This is an optimization exercise on Yosys and OpenROAD, whose aim is small area and a short achievable clock period, not a production implementation.
Where RTL was checked, it was by simulation tests only, not by an equivalence proof against the original.
Only the layout flow was run in runs 1, 2, 7 and 8; the RTL was not checked for function there.
No run shown here takes its clock network from TritonCTS; it comes from the design's own scripts or RTL.
No driver is modelled on the clock port, so clock power and skew are understated where the tree is cut down; a real chip needs a root buffer or a tree.
Power is estimated from default activity; no workload was simulated.

File: flow/config.mk
export PLATFORM = sky130hd
export DESIGN_NAME = ultrasonido
export DESIGN_NICKNAME = ultrasonido
export VERILOG_FILES = /design/flow/design.v
export SDC_FILE = /design/flow/constraint.sdc
export NUM_CORES = 4
export LEC_CHECK = 0
export CAP_MARGIN = 20
export CORE_MARGIN = 2
export CORE_UTILIZATION = 70
export SLEW_MARGIN = 20
export SYNTH_HIERARCHICAL = 1
File: flow/constraint.sdc
create_clock -name core_clock -period 18.0 [get_ports {clk}]
set_input_delay 3.6000 -clock core_clock [delete_from_list [all_inputs] [get_ports {clk}]]
set_output_delay 3.6000 -clock core_clock [all_outputs]
set_load 0.01 [all_outputs]
File: flow/design.v
`timescale 1ns / 1ps
module ultrasonido(clk, trig, echo, distancia, init, done);
input init;
input clk;
input echo;
output reg trig;
output reg [8:0] distancia;
output reg done;
reg [22:0] t;
localparam [22:0] INV = 23'h2AAAAA;
wire [22:0] s = t ^ INV;
wire zero22 = (s[21:0] == 22'd0);
wire next_z = zero22 & s[22];           
wire cur_z = zero22 & ~s[22];           
wire end_w = s[22] & s[20] & s[19] & s[11] & s[10] & ~s[6];
wire win = next_z | ((trig | cur_z) & ~end_w);
wire fb = s[22] ^ s[17] ^ zero22;
reg [8:0] q;
reg [16:0] R;
reg h;
localparam [16:0] ROFF = 17'd31072;
wire last = ~R[16] & q[7] & q[8] & q[4] & ~R[11] & q[1] & R[12] & R[9] & R[1]
          & ~R[5] & ~q[3] & ~R[13] & ~q[0] & ~q[2] & ~q[6] & R[0] & ~R[8] & ~R[4];
wire [17:0] S = {1'b0, R} + 18'd17;
wire co = S[17];
wire pa = h & ~trig;                    
wire clr = ~h | (pa & last);
wire [16:0] R_nx = clr ? ROFF : pa ? (co ? (S[16:0] | ROFF) : S[16:0]) : R;
wire [8:0] q_nx = clr ? 9'd0 : q + {8'd0, pa & co};
wire [8:0] dist_d;
wire trig_d, done_d, h_d;
wire [22:0] t_d;
ultrasonido_io io (
	.init(init), .echo(echo), .win(win), .h(h), .Kn(win | ~h), .done(done),
	.distancia(distancia), .qn(q_nx), .t(t[21:0]), .fb(fb),
	.trig_d(trig_d), .done_d(done_d), .h_d(h_d), .dist_d(dist_d),
	.t_d(t_d));
always @(posedge clk) begin
	t <= t_d;
	q <= q_nx;
	R <= R_nx;
	h <= h_d;
	trig <= trig_d;
	done <= done_d;
	distancia <= dist_d;
end
endmodule
module ultrasonido_io(init, echo, win, h, Kn, done, distancia, qn, t, fb,
                      trig_d, done_d, h_d, dist_d, t_d);
input init, echo, win, h, done;
input Kn;                               
input [8:0] distancia, qn;
input [21:0] t;                         
input fb;                               
output trig_d, done_d, h_d;
output [8:0] dist_d;
output [22:0] t_d;
wire act = ~win & echo;                 
wire lowev = ~win & ~echo;              
wire ld = ~(echo | Kn);                 
assign trig_d = init & win;
assign done_d = init & (done | lowev);
assign h_d = init & (act | (h & ~lowev));
assign dist_d = ld ? (qn & {9{init}}) : (distancia & {9{init}});
assign t_d = init ? {~t, fb} : 23'h2AAAAA;
endmodule
File: flow/flow/run.sh
#!/bin/bash
# The standard ORFS layout (standard.sh), in two runs of make:
#  1. synthesis to CTS, after which the clock tree is replaced by a few clock
#     buffers on the clock port (flow/post_cts.tcl, flow/clock_leaves.tcl);
#  2. global route to the end, with a larger setup margin for repair_timing.
set -e
export FLOW_FLOW_DIR=$PWD/flow
export FLOW_SYNTH_TCL=$PWD/synth_recipe.tcl
export FLOW_ABC_AREA_SCRIPT=$PWD/flow/abc_area_map.script
bash standard.sh BUFFER_PORTS_ARGS="-buffer_cell sky130_fd_sc_hd__buf_2" CTS_ARGS="-sink_clustering_enable -repair_clock_nets -dont_use_dummy_load" SETUP_SLACK_MARGIN=13.0 SYNTH_SCRIPT=$PWD/flow/area_synth_all.tcl POST_CTS_TCL=$PWD/flow/post_cts.tcl cts > standard_to_cts.log 2>&1
bash standard.sh BUFFER_PORTS_ARGS="-buffer_cell sky130_fd_sc_hd__buf_2" CTS_ARGS="-sink_clustering_enable -repair_clock_nets -dont_use_dummy_load" SETUP_SLACK_MARGIN=13.0 SETUP_SLACK_MARGIN=13.7 SYNTH_SCRIPT=$PWD/flow/area_synth_all.tcl POST_CTS_TCL=$PWD/flow/post_cts.tcl finish > standard_finish.log 2>&1
File: flow/flow/abc_area_map.script
strash
balance
rewrite
refactor
balance
rewrite -z
refactor -z
rewrite -z
balance
&get -n
&st
&dch -f
&nf -a -R 1000
&put
topo
File: flow/flow/area_synth_all.tcl
# The standard flow's synthesis (synth_recipe.tcl, which runs ORFS's synth.tcl), with one
# change: ABC maps the whole design with an area-oriented script
# (flow/abc_area_map.script).
proc abc {args} {
  set i [lsearch -exact $args -script]
  set rest [lreplace $args $i [expr {$i + 1}]]
  yosys abc -script $::env(FLOW_ABC_AREA_SCRIPT) {*}$rest
}
source $::env(FLOW_SYNTH_TCL)
File: flow/flow/clock_leaves.tcl
# POST_CTS hook: replace the clock tree that CTS built by a few clock buffers
# driven straight from the clock port, each driving one vertical stripe of the
# registers (registers sorted by x, cut into equal groups). All registers then
# see the same one-buffer clock path.
proc leaf_clock_tree { master_name nleaves } {
  set block [ord::get_db_block]
  set master [[ord::get_db] findMaster $master_name]
  set clk_net [[$block findBTerm clk] getNet]
  set sinks {}
  foreach inst [$block getInsts] {
    if {![[$inst getMaster] isSequential]} { continue }
    foreach it [$inst getITerms] {
      if {[[$it getMTerm] getName] == "CLK"} { lappend sinks [list [lindex [$inst getLocation] 0] [lindex [$inst getLocation] 1] $it] }
    }
  }
  # the buffers CTS made: every non-register instance whose output net carries the clock
  set dead {}
  foreach inst [$block getInsts] {
    if {[[$inst getMaster] isSequential]} { continue }
    foreach it [$inst getITerms] {
      if {[$it isInputSignal] && [$it getNet] != "NULL" && [[$it getNet] getSigType] == "CLOCK"} { lappend dead $inst; break }
    }
  }
  foreach s $sinks { [lindex $s 2] disconnect }
  foreach inst $dead {
    set nets {}
    foreach it [$inst getITerms] { if {[$it getNet] != "NULL" && [$it getNet] != $clk_net} { lappend nets [$it getNet] } }
    odb::dbInst_destroy $inst
    foreach n $nets { if {[llength [$n getITerms]] == 0 && [llength [$n getBTerms]] == 0} { odb::dbNet_destroy $n } }
  }
  set sinks [lsort -integer -index 0 $sinks]
  set n [llength $sinks]
  for {set k 0} {$k < $nleaves} {incr k} {
    set lo [expr {$k * $n / $nleaves}]; set hi [expr {($k + 1) * $n / $nleaves}]
    set buf [odb::dbInst_create $block $master clkleaf_$k]
    set net [odb::dbNet_create $block clknet_leaf_$k]
    $net setSigType CLOCK
    [$buf findITerm A] connect $clk_net
    [$buf findITerm X] connect $net
    set xs 0; set ys 0
    foreach s [lrange $sinks $lo [expr {$hi - 1}]] {
      [lindex $s 2] connect $net
      set xs [expr {$xs + [lindex $s 0]}]; set ys [expr {$ys + [lindex $s 1]}]
    }
    set m [expr {$hi - $lo}]
    $buf setLocation [expr {int($xs / $m)}] [expr {int($ys / $m)}]
    $buf setPlacementStatus PLACED
  }
  puts "leaf_clock_tree: $n registers on $nleaves x $master_name, removed [llength $dead] cells"
}
File: flow/flow/post_cts.tcl
# Runs at the end of ORFS's CTS step (POST_CTS_TCL).
source $::env(FLOW_FLOW_DIR)/clock_leaves.tcl
leaf_clock_tree sky130_fd_sc_hd__buf_6 4
detailed_placement
estimate_parasitics -placement
File: flow/standard.sh
#!/bin/bash
# synth_recipe.tcl (not shown) runs the flow's synth.tcl, then flattens the netlist and writes it again
# the make line also repeats each setting of config.mk as NAME=value (left out here)
make -C /OpenROAD-flow-scripts/flow DESIGN_CONFIG=/design/flow/config.mk WORK_HOME=/design/flow/orfs CLKGATE_MAP_FILE= SYNTH_SCRIPT=/design/flow/synth_recipe.tcl "${@:-finish}"
==> results_dict.tcl, run 1 <==
set metrics [dict create \
    finalClockSkew_ns 0.00839 \
    nFillCells 221 \
    io_buffers 13 \
    arrival_ns 0.65 \
    cts_sinks 61 \
    avgSynthCellArea_sq_um 9.33 \
    cp_max_fo 5 \
    vias_per_cell 5.87 \
    io_pins 14 \
    n_antenna_cell 0 \
    drt_iter0_markers 88 \
    async_flop_share_pct 0 \
    dp_slack_ns 13.56 \
    min_period_over_period_pct 23.6 \
    num_rows 20 \
    worst_ep_required_time_ns 14.40 \
    hold_viol_final 0 \
    slew_violations 0 \
    syn_to_final_growth_pct 7.91 \
    outcome "no timing/DRC/antenna violations" \
    grt_pass1_wl_um 6490 \
    tightest_slew_ns 0.912 \
    track_usage_pct 23.6 \
    worstPathBufferInverterCount 1 \
    layout-drive-gt1-share_pct 8.33 \
    synth_area_sq_mm 0.00218 \
    fin_total_pwr_uw 207 \
    dp.cells 281 \
    ys_types 32 \
    stdcell_area_sq_mm 0.00236 \
    synth-edff-count 0 \
    setup_ws_ns 13.75 \
    start_kind "flop" \
    via_count 1672 \
    ant_nets 0 \
    yosysTopAreaCell "dfxtp_1" \
    routedWlPerCell_um 14.3 \
    die_x_um 59.9 \
    grt_max_degree 36 \
    cp-end-kind "output pin" \
    leakage_nw 0.954 \
    yosysTopAreaCellShare_pct 55.9 \
    dr.pass1.iters 4 \
    crit_family "flip-flops" \
    drc 0 \
    clkLatencyLatePin_ns 0.13 \
    final_common_cell "dfxtp_1" \
    place_area_sq_mm 0.00230 \
    antenna_found_initial 0 \
    slowest_stage "dfxtp_2" \
    hold_class "reg2reg" \
    fmax_ghz 0.235 \
    rsz0062_at_grt "false" \
    p_per_area_mw_per_mm2 87.7 \
    seq_area_frac_synth_pct 55.9 \
    initial_core_util_pct 72.7 \
    synth_fp_nets 240 \
    ir_drop_v 0.0000964 \
    finalCriticalPeriod_ns 4.25 \
    fp.dieArea_sq_mm 0.00358 \
    wl_um 4060 \
    maxSlewHeadroom_pct 38.5 \
    final_cell_mix "dfxtp_1, nor2_1, nand2_1" \
    cap_viol_max_count 0 \
    slowest_delay_ns 0.38 \
    gp_congestion 0.846 \
    overflow 0 \
    grt_pass1_vias 1530 \
    crit_chain "buf_2" \
    critPathKind "reg2out" \
    layout.nets 260 \
    syn_inst 234 \
    cts.clk_slew.worst_paths_ns 0.10 \
    synth_warnings 7 \
    die_y_um 59.9 \
    netlist_top_cells_area "dfxtp_1, nor2_1, nand2_1" \
    setup_viol 0 \
    hpwl_um 2940 \
    final_cell_count_no_fill 285 \
    ys_seq_elements 61 \
    yosys_most_used_dff "dfxtp_1" \
    design.core.area_sq_mm 0.00300 \
    fin_tns_setup_ns 0 \
]
-- synth_stat cells (all sizes together) (4+ instances only) --
cell type,count
dfxtp,61
nor2,39
nand2,23
nor2b,13
nor3,13
o21ai,13
a21oi,8
and3,7
xor2,7
nand4,6
xnor2,5
and2,4
clkinv,4
nand3,4
-- power breakdown --
part | switching (mW) | leakage, nW | internal (mW)
clock | 0.0306 | 0.0242 | 0.0179
combinational | 0.0108 | 0.436 | 0.00645
sequential | 0.00267 | 0.494 | 0.138
total | 0.0441 | 0.954 | 0.163
-- layout make-up --
type | instances | area [sq um] | share of cell area, %
well taps | 33 | 41.3 | 1.75
inverters | 4 | 15.0 | 0.637
repair buffers | 14 | 75.1 | 3.19
plain buffers | 4 | 45.0 | 1.91
multi-input cells | 169 | 957 | 40.6
flip-flops and latches | 61 | 1220 | 51.9
-- cell families (layout without fill, tap and decap cells) --
family | after synthesis | in the layout | synth area share [%]
and+or+nand+nor | 124 | 124 | 28.8
DFF | 61 | 61 | 55.9
AOI/OAI and AO/OA | 30 | 30 | 8.02
xor gates and xnor gates | 12 | 12 | 4.81
buffers and inverters | 4 | 22 | 0.687
adders and majority gates | 3 | 3 | 1.72
-- Yosys stat by module (local to each module, per instance) --
module | cell area (sq um) | copies in the design | cells
ultrasonido | 1910 | 1 | 176
ultrasonido_io | 269 | 1 | 58
-- sequential cells by signal (all words and copies together) (netlist names) --
signal and flops:
t 23, R 17, distancia 9, q 9
done 1, h 1, trig 1
-- per-stage QoR --
step	hold WS (ns)	utilization (%)
finish	0.399	78.5
global placement	0.365	76.8
floorplan	0.360	-
global route	0.416	78.5
detailed placement	0.374	76.8
-- layer usage --
metal | wire, um | GRT usage (%)
met5 | 0 | 0
met4 | 48 | 6.03
met3 | 153 | 4.55
met2 | 2050 | 42.4
met1 | 1810 | 28.8
-- final timing paths --
kind	from	end	slack (ns)	cells after the start
max	trig$_DFF_P_	trig	13.75	1
min	t[0]$_DFF_P_	t[1]$_DFF_P_	0.40	1
max reg2reg	h$_DFF_P_	distancia[8]$_DFF_P_	14.65	13
min reg2reg	t[0]$_DFF_P_	t[1]$_DFF_P_	0.40	1
==> run 2, diff against run 1 <==
--- a/flow/design.v
+++ b/flow/design.v
@@ -64,3 +64,21 @@
 assign dist_d = ld ? (qn & {9{init}}) : (distancia & {9{init}});
-assign t_d = init ? {~t, fb} : 23'h2AAAAA;
+wire init_n = ~init;
+assign t_d[0] = init & fb;
+genvar i;
+generate
+	for (i = 1; i < 23; i = i + 1) begin : stage
+		if (i % 2) ultrasonido_nand st (.a(init), .b(t[i-1]), .y(t_d[i]));
+		else ultrasonido_nor st (.a(init_n), .b(t[i-1]), .y(t_d[i]));
+	end
+endgenerate
 endmodule
+module ultrasonido_nand(a, b, y);
+input a, b;
+output y;
+assign y = ~(a & b);
+endmodule
+module ultrasonido_nor(a, b, y);
+input a, b;
+output y;
+assign y = ~(a | b);
+endmodule
==> results_dict.tcl, run 2 <==
set metrics [dict create \
    grt_pass1_vias 1540 \
    cp_max_fo 23 \
    design.core.area_sq_mm 0.00300 \
    setup_ws_ns 13.71 \
    layout-drive-gt1-share_pct 9.45 \
    finalCoreUtilization_pct 78.1 \
    hold_class "reg2reg" \
    largest_register_ff_count 23 \
    track_usage_pct 24.1 \
    grt_max_degree 24 \
    tightest_slew_ns 0.865 \
    leakage_nw 0.960 \
    critPathKind "in2reg" \
    hpwl_um 2970 \
    yosysTopAreaCellShare_pct 56.6 \
    overflow 0 \
    rsz0062_at_grt "true" \
    cap_viol_max_count 0 \
    grt_pass1_wl_um 6610 \
    regArea_sq_mm 0.00122 \
    wl_um 4130 \
    fin_tns_setup_ns 0 \
    top_regs "t: 23 flops, R: 17 flops" \
    finalClockSkew_ns 0.0156 \
    cts.clk_slew.worst_paths_ns 0.10 \
    n_antenna_cell 0 \
    drt_iter0_markers 156 \
    multiInputGateArea_sq_um 935 \
    min_period_over_period_pct 23.8 \
    antenna_found_initial 0 \
    die_x_um 59.5 \
    ant_nets 0 \
    synth_commonest_cells "dfxtp_1, nor2_1, nand2_1" \
    yosys_most_used_dff "dfxtp_1" \
    synth_warnings 7 \
    routedWlPerCell_um 14.4 \
    fin_total_pwr_uw 207 \
    num_rows 20 \
    ys_types 31 \
    synth_area_sq_mm 0.00216 \
    finalCriticalPeriod_ns 4.29 \
    syn_to_final_growth_pct 8.64 \
    worst_ep_required_time_ns 18.06 \
    start_kind "input port" \
    final_cell_mix "dfxtp_1, nor2_1, nand2_1" \
    via_count 1683 \
    die_y_um 59.5 \
    arrival_ns 4.34 \
    netlist_top_cells_area "dfxtp_1, nor2_1, nand2_1" \
    route.met3.wl_um 135 \
    synth-edff-count 0 \
    cp-end-kind "flop" \
    dr_wl_met2_um 2050 \
    wl_met1_um 1820 \
    gp_congestion 0.863 \
    fmax_ghz 0.233 \
    top_register "t" \
    drc 0 \
    yosysTopAreaCell "dfxtp_1" \
    synth.most_common_cell "dfxtp_1" \
    fp.dieArea_sq_mm 0.00354 \
    highest_layer "met4" \
    outcome "no timing/DRC/antenna violations" \
    io_buffers 13 \
    synth_fp_nets 241 \
    seq_area_frac_synth_pct 56.6 \
    maxSlewHeadroom_pct 41.7 \
    initial_core_util_pct 71.9 \
    vias_per_cell 5.86 \
    hold_slack_ns 0.390 \
    slew_violations 0 \
    async_flop_share_pct 0 \
    ys_seq_elements 61 \
    p_per_area_mw_per_mm2 88.4 \
    dp_slack_ns 13.36 \
    hold_viol_final 0 \
    cts_sinks 61 \
    layout.nets 262 \
    final_common_cell "dfxtp_1" \
    setup_viol 0 \
    io_pins 14 \
    dr.pass1.iters 4 \
    avgSynthCellArea_sq_um 9.18 \
    clkLatencyLatePin_ns 0.13 \
    ir_drop_v 0.000123 \
    syn_inst 235 \
    nFillCells 209 \
]
[run 2: changes by cell type in the layout (fill, tap and decap cells not counted), sizes merged]
cell      previous run  this run
nor2                39        51
clkinvlp             0         1
clkinv               4         3
nor2b               13         3
nor3                13        14
o21a                 1         0
buf                 17        18
o21ai               13        12
[run 2: cells by family (layout without fill, tap and decap cells)]
family | Yosys count | count (layout) | share of synthesized area (%)
AO/OA/AOI/OAI | 28 | 28 | 7.54
buffers and inverters | 4 | 23 | 0.695
AND/OR/NAND/NOR | 127 | 127 | 28.6
XOR/XNOR | 12 | 12 | 4.87
flip-flops | 61 | 61 | 56.6
adder cells (fa/ha/maj) | 3 | 3 | 1.74
[run 2: where the power goes]
group / switching (mW) / internal [mW]
clock network: 0.0307 / 0.0179
registers: 0.00266 / 0.138
logic: 0.0113 / 0.00654
total: 0.0446 / 0.163
[run 2: layout make-up]
type,instances,share of cell area (%)
Buffer,4,1.92
Inverter,4,0.800
Multi-Input combinational cell,170,39.9
Sequential cell,61,52.1
Tap cell,33,1.76
Timing Repair Buffer,15,3.52
[run 2: worst max-delay path, cell delays in order]
cell and delay (ns):
clkbuf_4 0.26, clkinvlp_4 0.13, buf_4 0.18, nor3_1 0.17
[run 2: final timing paths]
kind | from | endpoint | slack [ns] | depth (start not counted)
hold / removal | t[4]$_DFF_P_ | t[5]$_DFF_P_ | 0.39 | 1
hold reg to reg | t[4]$_DFF_P_ | t[5]$_DFF_P_ | 0.39 | 1
setup / recovery | init | h$_DFF_P_ | 13.71 | 4
setup reg to reg | h$_DFF_P_ | distancia[8]$_DFF_P_ | 14.56 | 13
[run 2: layer usage]
metal / vias to the layer above / global-route usage, %
met4: 0 / 7.94
met3: 12 / 4.59
met2: 43 / 42.9
li1: 851 / -
met5: - / 0
met1: 777 / 29.1
[run 2: stage by stage]
step	instance area, sq um	cells
3_5_place_dp	2280	282
6_report	2340	287
2_1_floorplan	2160	235
5_1_grt	2340	287
3_3_place_gp	2280	282
[run 2: Yosys stat by module (local to each module, per instance)]
| module | flip-flops and latches | cells inside | area (sq um) | copies in the design |
|---|---|---|---|---|
| ultrasonido_nand | 0 | 1 | 3.75 | 11 |
| ultrasonido_nor | 0 | 1 | 3.75 | 11 |
| ultrasonido | 61 | 176 | 1910 | 1 |
| ultrasonido_io | 0 | 37 | 161 | 1 |
==> run 3, diff against run 2 <==
--- a/flow/design.v
+++ b/flow/design.v
@@ -64,3 +64,4 @@
 assign dist_d = ld ? (qn & {9{init}}) : (distancia & {9{init}});
-wire init_n = ~init;
+wire init_n;
+ultrasonido_inv iv (.a(init), .y(init_n));
 assign t_d[0] = init & fb;
@@ -84 +85,6 @@
 endmodule
+module ultrasonido_inv(a, y);
+input a;
+output y;
+assign y = ~a;
+endmodule
==> results_dict.tcl, run 3 <==
set metrics [dict create \
    grt_max_degree 26 \
    largest_register_ff_count 23 \
    outcome "no timing/DRC/antenna violations" \
    initial_core_util_pct 71.9 \
    top_register "t" \
    nFillCells 201 \
    maxSlewHeadroom_pct 61.5 \
    io_buffers 13 \
    seqPwrFrac_pct 68.0 \
    yosys_most_used_dff "dfxtp_1" \
    via_count 1675 \
    track_usage_pct 24.2 \
    io_pins 14 \
    cp-end-kind "output pin" \
    finalCriticalPeriod_ns 4.25 \
    p_clk_share_pct 23.8 \
    die_y_um 59.5 \
    hold_class "reg2reg" \
    fmax_ghz 0.235 \
    synth_fp_nets 241 \
    grtUsageMet3_pct 3.93 \
    yosysTopAreaCellShare_pct 56.5 \
    avgSynthCellArea_sq_um 9.19 \
    p_int_uw 162 \
    synth-edff-count 0 \
    slew_violations 0 \
    die_x_um 59.5 \
    crit_family "flip-flops" \
    cp_max_fo 5 \
    worst_ep_required_time_ns 14.40 \
    min_period_over_period_pct 23.6 \
    arrival_ns 0.65 \
    layout-drive-gt1-share_pct 9.06 \
    overflow 0 \
    syn_to_final_growth_pct 8.63 \
    cts.clk_slew.worst_paths_ns 0.10 \
    cap_viol_max_count 0 \
    p_per_area_mw_per_mm2 88.4 \
    synth_area_sq_mm 0.00216 \
    hold_viol_final 0 \
    crit_chain "buf_2" \
    ys_seq_elements 61 \
    yosysTopAreaCell "dfxtp_1" \
    worstPathBufferInverterCount 1 \
    switching_share_pct 21.7 \
    cts_sinks 61 \
    gp_congestion 0.855 \
    global_route.usage.met1_pct 29.4 \
    design.core.area_sq_mm 0.00300 \
    netlist_top_cells_area "dfxtp_1, nor2_1, nand2_1" \
    n_antenna_cell 0 \
    grtUsageMet2_pct 43.6 \
    synth.most_common_cell "dfxtp_1" \
    critPathKind "reg2out" \
    multiInputGateArea_sq_um 930 \
    antenna_found_initial 0 \
    drt_iter0_markers 118 \
    grt_pass1_vias 1572 \
    rsz0062_at_grt "false" \
    finalClockSkew_ns 0.0188 \
    final_common_cell "dfxtp_1" \
    drc 0 \
    setup_viol 0 \
    layout.nets 262 \
    tightest_slew_ns 0.577 \
    ys_types 32 \
    seq_area_frac_synth_pct 56.5 \
    slowest_stage "dfxtp_4" \
    final_cell_mix "dfxtp_1, nor2_1, nand2_1" \
    top_regs "t: 23 flops, R: 17 flops" \
    num_rows 20 \
    setup_ws_ns 13.75 \
    top_usage_layer "met2" \
    grt_pass1_wl_um 6560 \
    leakage_nw 0.955 \
    fp.dieArea_sq_mm 0.00355 \
    synth_warnings 7 \
    power_frac_comb_pct 8.2 \
    ir_drop_v 0.0000898 \
    start_kind "flop" \
    routedWlPerCell_um 13.9 \
    hpwl_um 2860 \
    async_flop_share_pct 0 \
    synth_commonest_cells "dfxtp_1, nor2_1, nand2_1" \
    dr.pass1.iters 4 \
    clkLatencyLatePin_ns 0.13 \
    power.switching_uw 45.0 \
    slowest_delay_ns 0.39 \
    vias_per_cell 5.84 \
    regArea_sq_mm 0.00122 \
    fin_tns_setup_ns 0 \
    ant_nets 0 \
    syn_inst 235 \
    wl_um 3990 \
    dp_slack_ns 13.40 \
]
## run 3: final cells by class
| class | instances | share of cell area (%) |
|---|---|---|
| timing repair buffer | 14 | 3.20 |
| inverter | 5 | 0.960 |
| sequential | 61 | 52.2 |
| buffer | 4 | 1.92 |
| tap | 33 | 1.76 |
| multi-input combinational | 169 | 39.6 |
| timing repair inverter | 1 | 0.320 |
## run 3: cells by family after synthesis
group / share of synthesized area [%]
buf+inv: 0.869
compound gates: 8.11
fa+ha+maj: 1.74
flops: 56.5
xor+xnor: 4.87
simple gates: 27.9
## run 3: final timing paths
check	startpoint	endpoint	slack, ns	cells after the start
worst max-delay path	trig$_DFF_P_	trig	13.75	1
worst min-delay path	t[2]$_DFF_P_	t[3]$_DFF_P_	0.37	1
worst max register to register	h$_DFF_P_	distancia[8]$_DFF_P_	14.63	13
worst min register to register	t[2]$_DFF_P_	t[3]$_DFF_P_	0.37	1
## run 3: power by group through the flow
stage / clock network [mW] / registers (mW) / logic (mW)
after global routing: 0.0553 / 0.141 / 0.0190
after floorplan: 0 / 0.144 / 0.0101
final: 0.0494 / 0.141 / 0.0169
after detailed placement: 0 / 0.144 / 0.0164
after global placement: 0 / 0.144 / 0.0161
## run 3: stage by stage
| stage | cell area, sq um | util (%) | cells | hold WS [ns] | total power, mW |
|---|---|---|---|---|---|
| after detailed placement | 2280 | 76.0 | 282 | 0.373 | 0.160 |
| final | 2350 | 78.1 | 287 | 0.374 | 0.207 |
| after global placement | 2280 | 76.0 | 282 | 0.359 | 0.160 |
| after global routing | 2350 | 78.1 | 287 | 0.413 | 0.216 |
| after floorplan | 2160 | - | 235 | 0.353 | 0.154 |
## run 3: per-layer routing
metal | wire length (um) | part of all wire, %
met5 | 0 | 0
met3 | 122 | 3.1
met4 | 34 | 0.85
met2 | 1980 | 50
met1 | 1850 | 46
## run 3: modules after synthesis, one instance, submodules excluded
| module | flip-flops and latches | cells inside | copies in the design |
|---|---|---|---|
| ultrasonido | 61 | 176 | 1 |
| ultrasonido_io | 0 | 36 | 1 |
| ultrasonido_nor | 0 | 1 | 11 |
| ultrasonido_inv | 0 | 1 | 1 |
| ultrasonido_nand | 0 | 1 | 11 |
==> run 4, diff against run 3 <==
==> flow/flow/abc_area_map.script (replaced) <==
strash
balance
rewrite
refactor
balance
rewrite -z
refactor -z
rewrite -z
balance
&get -n
&st
&syn2
&dch -f
&nf -a -R 1000 -p
&put
topo
==> results_dict.tcl, run 4 <==
set metrics [dict create \
    hold_class "reg2reg" \
    synth.most_common_cell "dfxtp_1" \
    n_antenna_cell 0 \
    syn_to_final_growth_pct 8.69 \
    finalCoreUtilization_pct 78.3 \
    dr.pass1.iters 4 \
    top_usage_layer "met2" \
    crit_chain "buf_2, or2_4, o21ai_0, nor2_1" \
    ys_types 30 \
    final_common_cell "dfxtp_1" \
    fmax_ghz 0.236 \
    stdcell_area_sq_mm 0.00233 \
    layout.nets 255 \
    layout-drive-gt1-share_pct 9.72 \
    finalClockSkew_ns 0.00681 \
    critPathKind "in2reg" \
    worst_ep_required_time_ns 18.02 \
    slew_violations 0 \
    synth_fp_nets 234 \
    yosys.area_share.simple_pct 26.4 \
    hpwl_um 2870 \
    synth_warnings 7 \
    overflow 0 \
    cts_sinks 61 \
    synth-edff-count 0 \
    antenna_found_initial 0 \
    num_rows 20 \
    io_buffers 13 \
    fp.dieArea_sq_mm 0.00352 \
    fin_tns_setup_ns 0 \
    drt_iter0_markers 108 \
    nFillCells 226 \
    start_kind "input port" \
    setup_viol 0 \
    grtUsageMet3_pct 7.42 \
    netlist_top_cells_area "dfxtp_1, nor2_1, xor2_1" \
    hold_viol_final 0 \
    finalCriticalPeriod_ns 4.24 \
    slowest_delay_ns 0.29 \
    synth.area.mux_share_pct 0.466 \
    cp_max_fo 9 \
    min_period_over_period_pct 23.5 \
    ant_nets 0 \
    die_x_um 59.4 \
    wl_um 3800 \
    cp-end-kind "flop" \
    synth_area_sq_mm 0.00215 \
    track_usage_pct 24.9 \
    async_flop_share_pct 0 \
    yosysTopAreaCellShare_pct 56.9 \
    ir_drop_v 0.0000893 \
    ys_seq_elements 61 \
    rrSetupSlack_ns 14.43 \
    synth_adder_area_share_pct 1.75 \
    drc 0 \
    synth_compound_area_share_pct 4.96 \
    die_y_um 59.4 \
    top_register "t" \
    via_count 1560 \
    final_cell_count_no_fill 280 \
    top_regs "t: 23 flops, R: 17 flops" \
    grtUsageMet2_pct 41.4 \
    tightest_slew_ns 0.887 \
    avgSynthCellArea_sq_um 9.41 \
    synth_commonest_cells "dfxtp_1, nor2_1, nand2_1" \
    outcome "no timing/DRC/antenna violations" \
    initial_core_util_pct 72.1 \
    grt_pass1_vias 1547 \
    seq_area_frac_synth_pct 56.9 \
    global_route.usage.met1_pct 31.3 \
    clkLatencyLatePin_ns 0.12 \
    design.core.area_sq_mm 0.00298 \
    largest_register_ff_count 23 \
    rsz0062_at_grt "false" \
    routedWlPerCell_um 13.6 \
    vias_per_cell 5.57 \
    p_per_area_mw_per_mm2 88.2 \
    dp.cells 275 \
    arrival_ns 4.26 \
    cts.clk_slew.worst_paths_ns 0.09 \
    grt_pass1_wl_um 6710 \
    place_area_sq_mm 0.00227 \
    grt_max_degree 26 \
    leakage_nw 0.898 \
    multiInputGateArea_sq_um 926 \
    regArea_sq_mm 0.00122 \
    slowest_stage "or2_4" \
    syn_inst 228 \
    yosysTopAreaCell "dfxtp_1" \
    final_cell_mix "dfxtp_1, nor2_1, nand2_1" \
    yosys_most_used_dff "dfxtp_1" \
    maxSlewHeadroom_pct 40.2 \
    synth_xor_area_share_pct 8.98 \
    gp_congestion 0.831 \
    io_pins 14 \
    synth_top_family_by_area "simple AND/OR/NAND/NOR gates" \
    cap_viol_max_count 0 \
]
run 4: changes by cell type after synthesis, moves of 4 or more:
cell and delta:
a21oi_1 -6, nor3_1 -11, xor2_1 +6, nand3_1 +6
xnor2_1 +4, nor2_1 +4
run 4: kinds of logic after synthesis:
group	after synthesis
AOI/OAI and AO/OA	18
muxes	1
DFF	61
adders and majority gates	3
and+or+nand+nor	120
xor gates and xnor gates	22
buffers and inverters	3
run 4: metal layers:
metal	part of all wire [%]	wire length, um
met1	45	1720
met2	50	1900
met3	3.7	142
met4	1.1	41
met5	0	0
run 4: per-stage QoR:
| step | hold slack [ns] | setup slack [ns] | power, mW |
|---|---|---|---|
| after floorplan | 0.358 | 13.79 | 0.154 |
| after global placement | 0.366 | 13.52 | 0.160 |
| after detailed placement | 0.371 | 13.40 | 0.160 |
| after global routing | 0.412 | 13.71 | 0.216 |
| final | 0.387 | 13.76 | 0.206 |
run 4: cell type report:
cell class | count | area share, %
Buffer | 4 | 1.93
Timing Repair inverter | 1 | 0.322
Sequential cell | 61 | 52.4
Timing Repair Buffer | 14 | 3.22
Multi-Input combinational cell | 164 | 39.7
Inverter | 3 | 0.644
Tap cell | 33 | 1.77
run 4: per-module statistics from Yosys, one instance, submodules excluded:
| module | times used | cells inside | cell area, sq um | flip-flops and latches |
|---|---|---|---|---|
| ultrasonido_nor | 11 | 1 | 3.75 | 0 |
| ultrasonido_io | 1 | 36 | 159 | 0 |
| ultrasonido_inv | 1 | 1 | 3.75 | 0 |
| ultrasonido_nand | 11 | 1 | 3.75 | 0 |
| ultrasonido | 1 | 169 | 1900 | 61 |
run 4: path summary, 6_finish.rpt:
kind,end,from,depth (start not counted)
max reg2reg,distancia[8]$_DFF_P_,h$_DFF_P_,15
min reg2reg,t[17]$_DFF_P_,t[16]$_DFF_P_,1
max,distancia[8]$_DFF_P_,echo,4
min,t[17]$_DFF_P_,t[16]$_DFF_P_,1
run 4: report_power, final:
part	switching [mW]	total [mW]	internal [mW]
clock network	0.0299	0.0477	0.0178
logic	0.0110	0.0178	0.00674
registers	0.00213	0.140	0.138
total	0.0431	0.206	0.163
run 4: critical path, delay by kind of cell:
kind	cells	cell delay, ns
simple gates	2	0.35
compound gates	1	0.19
buf+inv	1	0.12
==> run 5, diff against run 4 <==
--- a/flow/config.mk
+++ b/flow/config.mk
@@ -9,3 +9,3 @@
 export CORE_MARGIN = 2
-export CORE_UTILIZATION = 70
+export CORE_UTILIZATION = 75
 export SLEW_MARGIN = 20
==> results_dict.tcl, run 5 <==
set metrics [dict create \
    io_pins 14 \
    synth-edff-count 0 \
    nFillCells 145 \
    maxSlewHeadroom_pct 66.0 \
    slowest_stage "dfxtp_1" \
    die_y_um 57.5 \
    yosysTopAreaCellShare_pct 56.9 \
    wl_um 4070 \
    ant_nets 0 \
    synth_warnings 7 \
    io_buffers 13 \
    clkLatencyLatePin_ns 0.13 \
    fp.dieArea_sq_mm 0.00331 \
    grt_pass1_vias 1556 \
    setup_viol 0 \
    yosysTopAreaCell "dfxtp_1" \
    syn_inst 228 \
    critPathKind "reg2out" \
    overflow 0 \
    crit_family "flip-flops" \
    num_rows 19 \
    layout.nets 255 \
    largest_register_ff_count 23 \
    hpwl_um 3040 \
    place_area_sq_mm 0.00226 \
    final_cell_mix "dfxtp_1, nor2_1, nand2_1" \
    synth.most_common_cell "dfxtp_1" \
    fmax_ghz 0.234 \
    initial_core_util_pct 78.5 \
    cts.clk_slew.worst_paths_ns 0.10 \
    finalCriticalPeriod_ns 4.27 \
    avgSynthCellArea_sq_um 9.41 \
    via_count 1614 \
    start_kind "flop" \
    hold_viol_final 0 \
    drt_iter0_markers 90 \
    hold_class "reg2reg" \
    synth_fp_nets 234 \
    ys_seq_elements 61 \
    gp_congestion 0.834 \
    grt_pass1_wl_um 6620 \
    n_antenna_cell 0 \
    synth_area_sq_mm 0.00215 \
    cp-end-kind "output pin" \
    rrSetupSlack_ns 14.47 \
    ys_types 30 \
    fin_total_pwr_uw 207 \
    slew_violations 0 \
    grt_max_degree 26 \
    leakage_nw 0.898 \
    routedWlPerCell_um 14.6 \
    finalClockSkew_ns 0.0119 \
    rsz0062_at_grt "false" \
    syn_to_final_growth_pct 8.57 \
    dr.pass1.iters 4 \
    slowest_delay_ns 0.39 \
    design.core.area_sq_mm 0.00273 \
    drc 0 \
    track_usage_pct 25.8 \
    cp_max_fo 2 \
    final_common_cell "dfxtp_1" \
    vias_per_cell 5.81 \
    tightest_slew_ns 0.508 \
    worst_ep_required_time_ns 14.40 \
    cts_sinks 61 \
    layout-drive-gt1-share_pct 9.72 \
    yosys_most_used_dff "dfxtp_1" \
    top_regs "t: 23 flops, R: 17 flops" \
    p_per_area_mw_per_mm2 88.8 \
    seq_area_frac_synth_pct 56.9 \
    top_register "t" \
    netlist_top_cells_area "dfxtp_1, nor2_1, xor2_1" \
    ir_drop_v 0.000119 \
    die_x_um 57.5 \
    stdcell_area_sq_mm 0.00233 \
    outcome "no timing/DRC/antenna violations" \
    worstPathBufferInverterCount 1 \
    antenna_found_initial 0 \
    synth_commonest_cells "dfxtp_1, nor2_1, nand2_1" \
    cap_viol_max_count 0 \
    min_period_over_period_pct 23.7 \
    arrival_ns 0.67 \
    fin_tns_setup_ns 0 \
    async_flop_share_pct 0 \
    crit_chain "buf_2" \
]
==> run 5: modules after synthesis (local to each module, per instance) <==
module | times used | cell area, sq um | flip-flops and latches
ultrasonido_inv | 1 | 3.75 | 0
ultrasonido | 1 | 1900 | 61
ultrasonido_io | 1 | 159 | 0
ultrasonido_nand | 11 | 3.75 | 0
ultrasonido_nor | 11 | 3.75 | 0
==> run 5: cells by family after synthesis <==
kind of cell	synth area share, %
and+or+nand+nor	26.4
DFF	56.9
xor gates and xnor gates	8.98
AOI/OAI and AO/OA	4.96
buffers and inverters	0.525
adders and majority gates	1.75
muxes	0.466
==> run 5: worst paths after layout <==
| kind | end | depth (start not counted) | startpoint |
|---|---|---|---|
| max reg2reg | distancia[8]$_DFF_P_ | 15 | h$_DFF_P_ |
| min | t[3]$_DFF_P_ | 1 | t[2]$_DFF_P_ |
| max | distancia[0] | 1 | distancia[0]$_DFF_P_ |
| min reg2reg | t[3]$_DFF_P_ | 1 | t[2]$_DFF_P_ |
==> run 5: metrics by stage <==
stage | instances | worst slack (ns) | util, % | hold WS (ns)
after floorplan | 228 | 13.79 | - | 0.358
after global placement | 273 | 13.55 | 82.8 | 0.367
after detailed placement | 273 | 13.44 | 82.8 | 0.367
after global routing | 278 | 13.72 | 85.2 | 0.411
final | 278 | 13.73 | 85.2 | 0.383
==> run 5: final cells by class <==
class | instances | area, sq um | share of cell area, %
Buffer | 4 | 45.0 | 1.93
Inverter | 3 | 15.0 | 0.644
Multi-Input combinational cell | 164 | 926 | 39.7
Sequential cell | 61 | 1220 | 52.5
Tap cell | 31 | 38.8 | 1.66
Timing Repair Buffer | 14 | 75.1 | 3.22
Timing Repair inverter | 1 | 7.51 | 0.322
==> run 5: routing by layer <==
| metal | vias up | GRT usage [%] | wire length (um) |
|---|---|---|---|
| met5 | - | 0 | 0 |
| li1 | 804 | - | - |
| met2 | 45 | 45.6 | 2090 |
| met1 | 761 | 31.9 | 1780 |
| met4 | 0 | 6.98 | 23 |
| met3 | 4 | 5.44 | 178 |
==> run 5: power by group <==
part	internal, mW	total, mW	switching [mW]
sequential	0.138	0.141	0.00241
clock	0.0179	0.0485	0.0306
combinational	0.00673	0.0178	0.0111
==> run 6, diff against run 5 <==
--- a/flow/flow/run.sh
+++ b/flow/flow/run.sh
@@ -10,2 +10,2 @@
 bash standard.sh BUFFER_PORTS_ARGS="-buffer_cell sky130_fd_sc_hd__buf_2" CTS_ARGS="-sink_clustering_enable -repair_clock_nets -dont_use_dummy_load" SETUP_SLACK_MARGIN=13.0 SYNTH_SCRIPT=$PWD/flow/area_synth_all.tcl POST_CTS_TCL=$PWD/flow/post_cts.tcl cts > standard_to_cts.log 2>&1
-bash standard.sh BUFFER_PORTS_ARGS="-buffer_cell sky130_fd_sc_hd__buf_2" CTS_ARGS="-sink_clustering_enable -repair_clock_nets -dont_use_dummy_load" SETUP_SLACK_MARGIN=13.0 SETUP_SLACK_MARGIN=13.7 SYNTH_SCRIPT=$PWD/flow/area_synth_all.tcl POST_CTS_TCL=$PWD/flow/post_cts.tcl finish > standard_finish.log 2>&1
+bash standard.sh BUFFER_PORTS_ARGS="-buffer_cell sky130_fd_sc_hd__buf_2" CTS_ARGS="-sink_clustering_enable -repair_clock_nets -dont_use_dummy_load" SETUP_SLACK_MARGIN=13.0 SETUP_SLACK_MARGIN=13.76 SYNTH_SCRIPT=$PWD/flow/area_synth_all.tcl POST_CTS_TCL=$PWD/flow/post_cts.tcl finish > standard_finish.log 2>&1
--- a/flow/config.mk
+++ b/flow/config.mk
@@ -9,3 +9,3 @@
 export CORE_MARGIN = 2
-export CORE_UTILIZATION = 75
+export CORE_UTILIZATION = 70
 export SLEW_MARGIN = 20
==> results_dict.tcl, run 6 <==
set metrics [dict create \
    outcome "no timing/DRC/antenna violations" \
    min_period_over_period_pct 23.4 \
    yosys.area_share.simple_pct 26.4 \
    antenna_found_initial 0 \
    fin_tns_setup_ns 0 \
    layout.nets 255 \
    setup_viol 0 \
    hpwl_um 2870 \
    synth_xor_area_share_pct 8.98 \
    drc 0 \
    start_kind "input port" \
    yosys_most_used_dff "dfxtp_1" \
    synth.area.mux_share_pct 0.466 \
    die_y_um 59.4 \
    top_regs "t: 23 flops, R: 17 flops" \
    critPathKind "in2reg" \
    cp_max_fo 9 \
    cap_viol_max_count 0 \
    p_per_area_mw_per_mm2 87.9 \
    synth_top_family_by_area "simple AND/OR/NAND/NOR gates" \
    synth_fp_nets 234 \
    cp-end-kind "flop" \
    largest_register_ff_count 23 \
    holdPathStages 1 \
    grt_pass1_wl_um 6710 \
    synth.most_common_cell "dfxtp_1" \
    synth_warnings 7 \
    worst_ep_required_time_ns 18.03 \
    synth_area_sq_mm 0.00215 \
    crit_chain "buf_2, or2_4, o21ai_0, nor2_1" \
    io_buffers 13 \
    track_usage_pct 24.9 \
    seq_area_frac_synth_pct 56.9 \
    num_rows 20 \
    synth-edff-count 0 \
    n_antenna_cell 0 \
    grt_max_degree 26 \
    r2r_end "distancia[8]$_DFF_P_" \
    overflow 0 \
    slowest_stage "or2_4" \
    layout-drive-gt1-share_pct 11.3 \
    hold_end "t[17]$_DFF_P_" \
    synth_compound_area_share_pct 4.96 \
    synth_commonest_cells "dfxtp_1, nor2_1, nand2_1" \
    rsz0062_at_grt "false" \
    final_common_cell "dfxtp_1" \
    rrSetupSlack_ns 14.48 \
    dr.pass1.iters 4 \
    netlist_top_cells_area "dfxtp_1, nor2_1, xor2_1" \
    via_count 1557 \
    top_register "t" \
    yosysTopAreaCellShare_pct 56.9 \
    design.core.area_sq_mm 0.00298 \
    finalCriticalPeriod_ns 4.21 \
    initial_core_util_pct 72.1 \
    hold_slack_ns 0.389 \
    vias_per_cell 5.56 \
    tightest_slew_ns 0.905 \
    r2r-start "h$_DFF_P_" \
    hold_viol_final 0 \
    arrival_ns 4.24 \
    hold_class "reg2reg" \
    cts_sinks 61 \
    cts.clk_slew.worst_paths_ns 0.09 \
    final_cell_mix "dfxtp_1, nor2_1, nand2_1" \
    fp.dieArea_sq_mm 0.00352 \
    min_from "t[16]$_DFF_P_" \
    yosysTopAreaCell "dfxtp_1" \
    ant_nets 0 \
    ys_seq_elements 61 \
    fmax_ghz 0.238 \
    clkLatencyLatePin_ns 0.12 \
    syn_to_final_growth_pct 9.45 \
    die_x_um 59.4 \
    leakage_nw 0.904 \
    finalCoreUtilization_pct 78.9 \
    gp_congestion 0.831 \
    grt_pass1_vias 1547 \
    syn_inst 228 \
    ir_drop_v 0.0000890 \
    wl_um 3850 \
    io_pins 14 \
    synth_adder_area_share_pct 1.75 \
    drt_iter0_markers 114 \
    maxSlewHeadroom_pct 39.0 \
    slowest_delay_ns 0.30 \
    routedWlPerCell_um 13.8 \
    finalClockSkew_ns 0.00577 \
    async_flop_share_pct 0 \
    avgSynthCellArea_sq_um 9.41 \
    reg2reg_depth 15 \
    slew_violations 0 \
    ys_types 30 \
    fin_total_pwr_uw 206 \
]
## run 6: cell counts after synthesis
No cell type changed its count.
## run 6: logic make-up (layout without fill, tap and decap cells)
kind of cell,after synthesis,after routing
fa+ha+maj,3,3
mux,1,1
simple gates,120,120
xor+xnor,22,22
compound gates,18,18
flops,61,61
buf+inv,3,22
## run 6: final cells by class
class	instances	area [sq um]
multi-input cells	164	930
well taps	33	41.3
repair buffers	14	81.3
inverters	3	15.0
plain buffers	4	45.0
repair inverters	1	7.51
fillers	221	629
flip-flops and latches	61	1230
## run 6: per-module statistics from Yosys (local to each module, per instance)
module            copies in the design  cells  area, sq um
ultrasonido_inv                      1      1         3.75
ultrasonido                          1    169         1900
ultrasonido_io                       1     36          159
ultrasonido_nand                    11      1         3.75
ultrasonido_nor                     11      1         3.75
## run 6: worst max-delay path by stage
stage          from                    to  slack, ns
2_1_floorplan  echo  distancia[0]$_DFF_P_      13.79
3_3_place_gp   init         t[14]$_DFF_P_      13.52
3_5_place_dp   init          t[4]$_DFF_P_      13.40
5_1_grt        echo  distancia[1]$_DFF_P_      13.76
6_report       echo  distancia[3]$_DFF_P_      13.79
## run 6: worst max-delay path, delay by kind of cell
family / cells / cell delay, ns
AOI/OAI and AO/OA: 1 / 0.17
buffers and inverters: 1 / 0.12
and+or+nand+nor: 2 / 0.35
## run 6: power by group
group          total (mW)  switching, mW  internal [mW]
sequential          0.140        0.00223          0.138
clock              0.0475         0.0296         0.0178
combinational      0.0185         0.0113        0.00722
## run 6: stage by stage
stage	worst slack, ns	cell area (sq um)	instances
global placement	13.52	2270	275
finish	13.79	2350	280
floorplan	13.79	2150	228
global route	13.76	2350	280
detailed placement	13.40	2270	275
## run 6: layer usage
metal / global-route usage (%) / part of all wire, % / vias to the layer above
li1: - / - / 798
met1: 31.3 / 46 / 729
met2: 41.4 / 49 / 25
met3: 7.42 / 3.2 / 5
met4: 7.14 / 1.1 / 0
met5: 0 / 0 / -
==> run 7, diff against run 6 <==
--- a/flow/design.v
+++ b/flow/design.v
@@ -64,27 +64,3 @@
 assign dist_d = ld ? (qn & {9{init}}) : (distancia & {9{init}});
-wire init_n;
-ultrasonido_inv iv (.a(init), .y(init_n));
-assign t_d[0] = init & fb;
-genvar i;
-generate
-	for (i = 1; i < 23; i = i + 1) begin : stage
-		if (i % 2) ultrasonido_nand st (.a(init), .b(t[i-1]), .y(t_d[i]));
-		else ultrasonido_nor st (.a(init_n), .b(t[i-1]), .y(t_d[i]));
-	end
-endgenerate
+assign t_d = init ? {~t, fb} : 23'h2AAAAA;
 endmodule
-module ultrasonido_nand(a, b, y);
-input a, b;
-output y;
-assign y = ~(a & b);
-endmodule
-module ultrasonido_nor(a, b, y);
-input a, b;
-output y;
-assign y = ~(a | b);
-endmodule
-module ultrasonido_inv(a, y);
-input a;
-output y;
-assign y = ~a;
-endmodule
--- a/flow/flow/run.sh
+++ b/flow/flow/run.sh
@@ -10,2 +10,2 @@
 bash standard.sh BUFFER_PORTS_ARGS="-buffer_cell sky130_fd_sc_hd__buf_2" CTS_ARGS="-sink_clustering_enable -repair_clock_nets -dont_use_dummy_load" SETUP_SLACK_MARGIN=13.0 SYNTH_SCRIPT=$PWD/flow/area_synth_all.tcl POST_CTS_TCL=$PWD/flow/post_cts.tcl cts > standard_to_cts.log 2>&1
-bash standard.sh BUFFER_PORTS_ARGS="-buffer_cell sky130_fd_sc_hd__buf_2" CTS_ARGS="-sink_clustering_enable -repair_clock_nets -dont_use_dummy_load" SETUP_SLACK_MARGIN=13.0 SETUP_SLACK_MARGIN=13.76 SYNTH_SCRIPT=$PWD/flow/area_synth_all.tcl POST_CTS_TCL=$PWD/flow/post_cts.tcl finish > standard_finish.log 2>&1
+bash standard.sh BUFFER_PORTS_ARGS="-buffer_cell sky130_fd_sc_hd__buf_2" CTS_ARGS="-sink_clustering_enable -repair_clock_nets -dont_use_dummy_load" SETUP_SLACK_MARGIN=13.0 SETUP_SLACK_MARGIN=13.77 SYNTH_SCRIPT=$PWD/flow/area_synth_all.tcl POST_CTS_TCL=$PWD/flow/post_cts.tcl finish > standard_finish.log 2>&1
==> flow/flow/abc_area_map.script (replaced) <==
strash
balance
rewrite
refactor
balance
rewrite -z
refactor -z
rewrite -z
balance
&get -n
&st
&dch -f
&nf -a -R 1000
&put
topo
==> flow/flow/post_cts.tcl (replaced) <==
# Runs at the end of ORFS's CTS step (POST_CTS_TCL).
source $::env(FLOW_FLOW_DIR)/clock_leaves.tcl
leaf_clock_tree sky130_fd_sc_hd__clkbuf_8 4
detailed_placement
estimate_parasitics -placement
==> results_dict.tcl, run 7 <==
set metrics [dict create \
    global_route.usage.met1_pct 27.8 \
    ant_nets 0 \
    yosysTopAreaCellShare_pct 55.9 \
    cts_sinks 61 \
    wl_um 4130 \
    multiInputGateArea_sq_um 960 \
    largest_register_ff_count 23 \
    syn_inst 234 \
    grt_pass1_wl_um 6420 \
    rsz0062_at_grt "true" \
    dr.pass1.iters 4 \
    finalClockSkew_ns 0.00470 \
    io_pins 14 \
    reg2reg_depth 13 \
    final_cell_mix "dfxtp_1, nor2_1, nand2_1" \
    top_regs "t: 23 flops, R: 17 flops" \
    holdPathStages 1 \
    ir_drop_v 0.0000857 \
    top_register "t" \
    top_usage_layer "met2" \
    p_per_area_mw_per_mm2 88.0 \
    arrival_ns 0.63 \
    hold_slack_ns 0.395 \
    yosysTopAreaCell "dfxtp_1" \
    finalCoreUtilization_pct 79.9 \
    critPathKind "reg2out" \
    die_y_um 59.9 \
    cts.clk_slew.worst_paths_ns 0.09 \
    num_rows 20 \
    ys_types 32 \
    cap_viol_max_count 0 \
    die_x_um 59.9 \
    seq_area_frac_synth_pct 55.9 \
    gp_congestion 0.846 \
    synth.most_common_cell "dfxtp_1" \
    dp.cells 281 \
    drc 0 \
    grt_pass1_vias 1528 \
    worstPathBufferInverterCount 1 \
    worst_ep_required_time_ns 14.40 \
    nFillCells 207 \
    initial_core_util_pct 72.7 \
    r2r-start "h$_DFF_P_" \
    via_count 1679 \
    antenna_found_initial 0 \
    synth_fp_nets 240 \
    grtUsageMet2_pct 43.2 \
    finalCriticalPeriod_ns 4.23 \
    yosys_most_used_dff "dfxtp_1" \
    slowest_stage "dfxtp_4" \
    leakage_nw 0.971 \
    hpwl_um 2940 \
    drt_iter0_markers 87 \
    outcome "no timing/DRC/antenna violations" \
    hold_end "t[1]$_DFF_P_" \
    overflow 0 \
    synth_area_sq_mm 0.00218 \
    crit_family "flip-flops" \
    vias_per_cell 5.87 \
    grtUsageMet3_pct 4.33 \
    min_period_over_period_pct 23.5 \
    hold_class "reg2reg" \
    synth-edff-count 0 \
    clkLatencyLatePin_ns 0.15 \
    layout.nets 261 \
    routedWlPerCell_um 14.4 \
    start_kind "flop" \
    cp-end-kind "output pin" \
    fp.dieArea_sq_mm 0.00358 \
    maxSlewHeadroom_pct 38.3 \
    synth_warnings 7 \
    layout-drive-gt1-share_pct 11.5 \
    min_from "t[0]$_DFF_P_" \
    rrSetupSlack_ns 14.65 \
    crit_chain "buf_6" \
    avgSynthCellArea_sq_um 9.33 \
    n_antenna_cell 0 \
    fmax_ghz 0.236 \
    final_common_cell "dfxtp_1" \
    slew_violations 0 \
    synth_commonest_cells "dfxtp_1, nor2_1, nand2_1" \
    hold_viol_final 0 \
    regArea_sq_mm 0.00123 \
    r2r_end "distancia[8]$_DFF_P_" \
    slowest_delay_ns 0.36 \
    cp_max_fo 4 \
    async_flop_share_pct 0 \
    track_usage_pct 23.5 \
    ys_seq_elements 61 \
    design.core.area_sq_mm 0.00300 \
    final_cell_count_no_fill 286 \
    fin_tns_setup_ns 0 \
    io_buffers 13 \
    grt_max_degree 36 \
    syn_to_final_growth_pct 9.86 \
    setup_viol 0 \
    netlist_top_cells_area "dfxtp_1, nor2_1, nand2_1" \
    tightest_slew_ns 0.916 \
]
[run 7: changes by cell type in the layout (fill, tap and decap cells not counted), sizes merged, moves of 4 or more]
cell	change
a21oi	+6
nor2b	+9
xnor2	-4
clkbuf	+5
nand3	-6
xor2	-6
nor3	+11
buf	-4
nor2	-15
[run 7: cell type report]
cell class	count	share of cell area, %
multi-input cells	169	40.0
inverters	4	0.626
well taps	33	1.72
plain buffers	4	2.30
repair buffers	15	3.96
flip-flops and latches	61	51.4
[run 7: per-module statistics from Yosys (local to each module, per instance)]
module,cells inside,times used
ultrasonido_io,58,1
ultrasonido,176,1
[run 7: power by group]
group | internal [mW] | switching (mW) | total (mW)
clock | 0.0205 | 0.0308 | 0.0513
sequential | 0.138 | 0.00266 | 0.141
combinational | 0.00756 | 0.0111 | 0.0187
[run 7: cells by family after synthesis]
logic type / count (synthesis) / synth area share (%)
buffers and inverters: 4 / 0.687
DFF: 61 / 55.9
and+or+nand+nor: 124 / 28.8
AOI/OAI and AO/OA: 30 / 8.02
xor gates and xnor gates: 12 / 4.81
adders and majority gates: 3 / 1.72
[run 7: per-layer routing]
| layer | wire length (um) | vias up |
|---|---|---|
| li1 | - | 851 |
| met1 | 1880 | 796 |
| met2 | 2110 | 27 |
| met3 | 109 | 5 |
| met4 | 31 | 0 |
| met5 | 0 | - |
[run 7: worst max path at each step]
stage	slack, ns	to	depth (start not counted)	start
final	13.77	trig	1	trig$_DFF_P_
after global routing	13.75	trig	1	trig$_DFF_P_
after floorplan	13.81	distancia[4]$_DFF_P_	3	echo
after global placement	13.66	distancia[6]$_DFF_P_	4	echo
after detailed placement	13.56	distancia[8]$_DFF_P_	4	echo
[run 7: per-stage QoR]
stage	power (mW)	instance area (sq um)	setup WS [ns]
finish	0.211	2400	13.77
floorplan	0.154	2180	13.81
global route	0.219	2400	13.75
global placement	0.160	2300	13.66
detailed placement	0.161	2300	13.56
==> run 8, diff against run 7 <==
--- a/flow/flow/run.sh
+++ b/flow/flow/run.sh
@@ -10,2 +10,2 @@
 bash standard.sh BUFFER_PORTS_ARGS="-buffer_cell sky130_fd_sc_hd__buf_2" CTS_ARGS="-sink_clustering_enable -repair_clock_nets -dont_use_dummy_load" SETUP_SLACK_MARGIN=13.0 SYNTH_SCRIPT=$PWD/flow/area_synth_all.tcl POST_CTS_TCL=$PWD/flow/post_cts.tcl cts > standard_to_cts.log 2>&1
-bash standard.sh BUFFER_PORTS_ARGS="-buffer_cell sky130_fd_sc_hd__buf_2" CTS_ARGS="-sink_clustering_enable -repair_clock_nets -dont_use_dummy_load" SETUP_SLACK_MARGIN=13.0 SETUP_SLACK_MARGIN=13.77 SYNTH_SCRIPT=$PWD/flow/area_synth_all.tcl POST_CTS_TCL=$PWD/flow/post_cts.tcl finish > standard_finish.log 2>&1
+bash standard.sh BUFFER_PORTS_ARGS="-buffer_cell sky130_fd_sc_hd__buf_2" CTS_ARGS="-sink_clustering_enable -repair_clock_nets -dont_use_dummy_load" SETUP_SLACK_MARGIN=13.0 SETUP_SLACK_MARGIN=13.82 SYNTH_SCRIPT=$PWD/flow/area_synth_all.tcl POST_CTS_TCL=$PWD/flow/post_cts.tcl finish > standard_finish.log 2>&1
==> results_dict.tcl, run 8 <==
set metrics [dict create \
    outcome "no timing/DRC/antenna violations" \
    crit_chain "buf_6" \
    die_x_um 59.9 \
    dr_wl_met2_um 2240 \
    leakage_nw 0.979 \
    layout.nets 261 \
    hold_class "reg2reg" \
    largest_register_ff_count 23 \
    worstPathBufferInverterCount 1 \
    die_y_um 59.9 \
    synth_fp_nets 240 \
    tightest_slew_ns 0.911 \
    antenna_found_initial 0 \
    arrival_ns 0.63 \
    drc 0 \
    p_int_uw 168 \
    top_register "t" \
    initial_core_util_pct 72.7 \
    ant_nets 0 \
    vias_per_cell 5.96 \
    fmax_ghz 0.236 \
    track_usage_pct 23.5 \
    switching_share_pct 21.2 \
    finalCriticalPeriod_ns 4.23 \
    num_rows 20 \
    cap_viol_max_count 0 \
    setup_viol 0 \
    p_clk_share_pct 24.1 \
    synth-edff-count 0 \
    power_frac_comb_pct 9.5 \
    routedWlPerCell_um 15.2 \
    highest_layer "met4" \
    cts_sinks 61 \
    final_cell_mix "dfxtp_1, nor2_1, nand2_1" \
    slowest_delay_ns 0.36 \
    drt_iter0_markers 74 \
    grt_max_degree 36 \
    p_per_area_mw_per_mm2 86.4 \
    io_pins 14 \
    maxSlewHeadroom_pct 38.6 \
    grt_pass1_vias 1528 \
    syn_to_final_growth_pct 12.9 \
    final_common_cell "dfxtp_1" \
    top_regs "t: 23 flops, R: 17 flops" \
    async_flop_share_pct 0 \
    slowest_stage "dfxtp_4" \
    yosysTopAreaCell "dfxtp_1" \
    syn_inst 234 \
    regArea_sq_mm 0.00124 \
    synth.most_common_cell "dfxtp_1" \
    netlist_top_cells_area "dfxtp_1, nor2_1, nand2_1" \
    stdcell_area_sq_mm 0.00246 \
    cts.clk_slew.worst_paths_ns 0.09 \
    avgSynthCellArea_sq_um 9.33 \
    min_period_over_period_pct 23.5 \
    synth_commonest_cells "dfxtp_1, nor2_1, nand2_1" \
    route.met3.wl_um 137 \
    n_antenna_cell 0 \
    rsz0062_at_grt "true" \
    seqPwrFrac_pct 66.4 \
    gp_congestion 0.846 \
    grt_pass1_wl_um 6420 \
    multiInputGateArea_sq_um 965 \
    fp.dieArea_sq_mm 0.00358 \
    dp_slack_ns 13.56 \
    ys_types 32 \
    yosysTopAreaCellShare_pct 55.9 \
    synth_warnings 7 \
    place_area_sq_mm 0.00230 \
    io_buffers 13 \
    power.switching_uw 45.2 \
    critPathKind "reg2out" \
    wl_um 4360 \
    layout-drive-gt1-share_pct 13.0 \
    setup_ws_ns 13.77 \
    ir_drop_v 0.0000859 \
    nFillCells 196 \
    start_kind "flop" \
    synth_area_sq_mm 0.00218 \
    dr.pass1.iters 4 \
    cp-end-kind "output pin" \
    via_count 1705 \
    slew_violations 0 \
    crit_family "flip-flops" \
    wl_met1_um 1910 \
    fin_tns_setup_ns 0 \
    hpwl_um 2940 \
    design.core.area_sq_mm 0.00300 \
    seq_area_frac_synth_pct 55.9 \
    ys_seq_elements 61 \
    cp_max_fo 4 \
    clkLatencyLatePin_ns 0.15 \
    hold_slack_ns 0.395 \
    finalClockSkew_ns 0.00482 \
    overflow 0 \
    hold_viol_final 0 \
    yosys_most_used_dff "dfxtp_1" \
    worst_ep_required_time_ns 14.40 \
]
run 8: layer usage:
metal  global-route usage [%]  vias to the layer above
li1                         -                      852
met1                     27.8                      804
met2                     43.2                       38
met3                     4.33                       11
met4                     6.03                        0
met5                        0                        -
run 8: per-stage QoR:
step	instances	utilization, %	power [mW]
final	286	82.1	0.213
after global routing	286	82.1	0.221
after detailed placement	281	76.8	0.161
after global placement	281	76.8	0.160
after floorplan	234	-	0.154
run 8: final cells by class:
cell class                      instances  area share [%]
Sequential cell                        61            50.2
Multi-Input combinational cell        169            39.1
Timing Repair Buffer                   15            6.14
Buffer                                  4            2.23
Tap cell                               33            1.68
Inverter                                4           0.609
run 8: per-module statistics from Yosys, one instance, submodules excluded:
module,copies in the design,cell area [sq um]
ultrasonido,1,1910
ultrasonido_io,1,269
run 8: power by group through the flow:
| stage | Sequential (mW) | Clock (mW) | Combinational [mW] |
|---|---|---|---|
| floorplan | 0.144 | 0 | 0.0101 |
| global placement | 0.144 | 0 | 0.0161 |
| detailed placement | 0.144 | 0 | 0.0170 |
| global route | 0.142 | 0.0573 | 0.0220 |
| finish | 0.141 | 0.0513 | 0.0202 |
run 8: final timing paths:
kind / from / to / slack (ns) / depth (start not counted)
max: trig$_DFF_P_ / trig / 13.77 / 1
min reg2reg: t[0]$_DFF_P_ / t[1]$_DFF_P_ / 0.40 / 1
max reg2reg: h$_DFF_P_ / distancia[8]$_DFF_P_ / 14.64 / 13
min: t[0]$_DFF_P_ / t[1]$_DFF_P_ / 0.40 / 1
run 8: cell families (layout without fill, tap and decap cells):
kind of cell | after synthesis | in the layout | share of synthesized area (%)
AO/OA/AOI/OAI | 30 | 30 | 8.02
AND/OR/NAND/NOR | 124 | 124 | 28.8
buffers and inverters | 4 | 23 | 0.687
XOR/XNOR | 12 | 12 | 4.81
flip-flops | 61 | 61 | 55.9
adder cells (fa/ha/maj) | 3 | 3 | 1.72

[afterwards: timing with drivers on the ports]
The flow's constraints put no driver on any port. The routed layouts listed below were extracted and timed again, unchanged, in two steps.
Step 1: set_driving_cell puts a clkbuf_16 on clk and a buf_2 on each other input, an assumption about the parent block.
Step 2 also shifts input and output timing later by t, the mid clock arrival at the registers, as if the neighbouring blocks saw the same clock.
Three values: ideal, step 1, step 2; two values: the first two.
| run | t (ns) | setup slack, ns | hold slack, ns |
|---|---|---|---|
| run 1 | 0.172 | 13.750 / 13.699 / 13.612 | 0.399 / 0.399 / 0.399 |
| run 2 | 0.170 | 13.711 / 13.704 / 13.567 | 0.390 / 0.390 / 0.390 |
| run 3 | 0.176 | 13.749 / 13.697 / 13.618 | 0.374 / 0.374 / 0.374 |
| run 4 | 0.172 | 13.764 / 13.723 / 13.625 | 0.387 / 0.387 / 0.387 |
| run 5 | 0.169 | 13.725 / 13.677 / 13.624 | 0.383 / 0.383 / 0.383 |
| run 6 | 0.172 | 13.790 / 13.739 / 13.650 | 0.389 / 0.389 / 0.389 |
| run 7 | 0.194 | 13.771 / 13.722 / 13.674 | 0.395 / 0.395 / 0.395 |
| run 8 | 0.195 | 13.771 / 13.722 / 13.650 | 0.395 / 0.395 / 0.395 |
After both steps setup and hold are still met in every run listed. The setup slack of run 2, which loses most, moves by -0.007 ns with the drivers and by -0.144 ns with both steps.
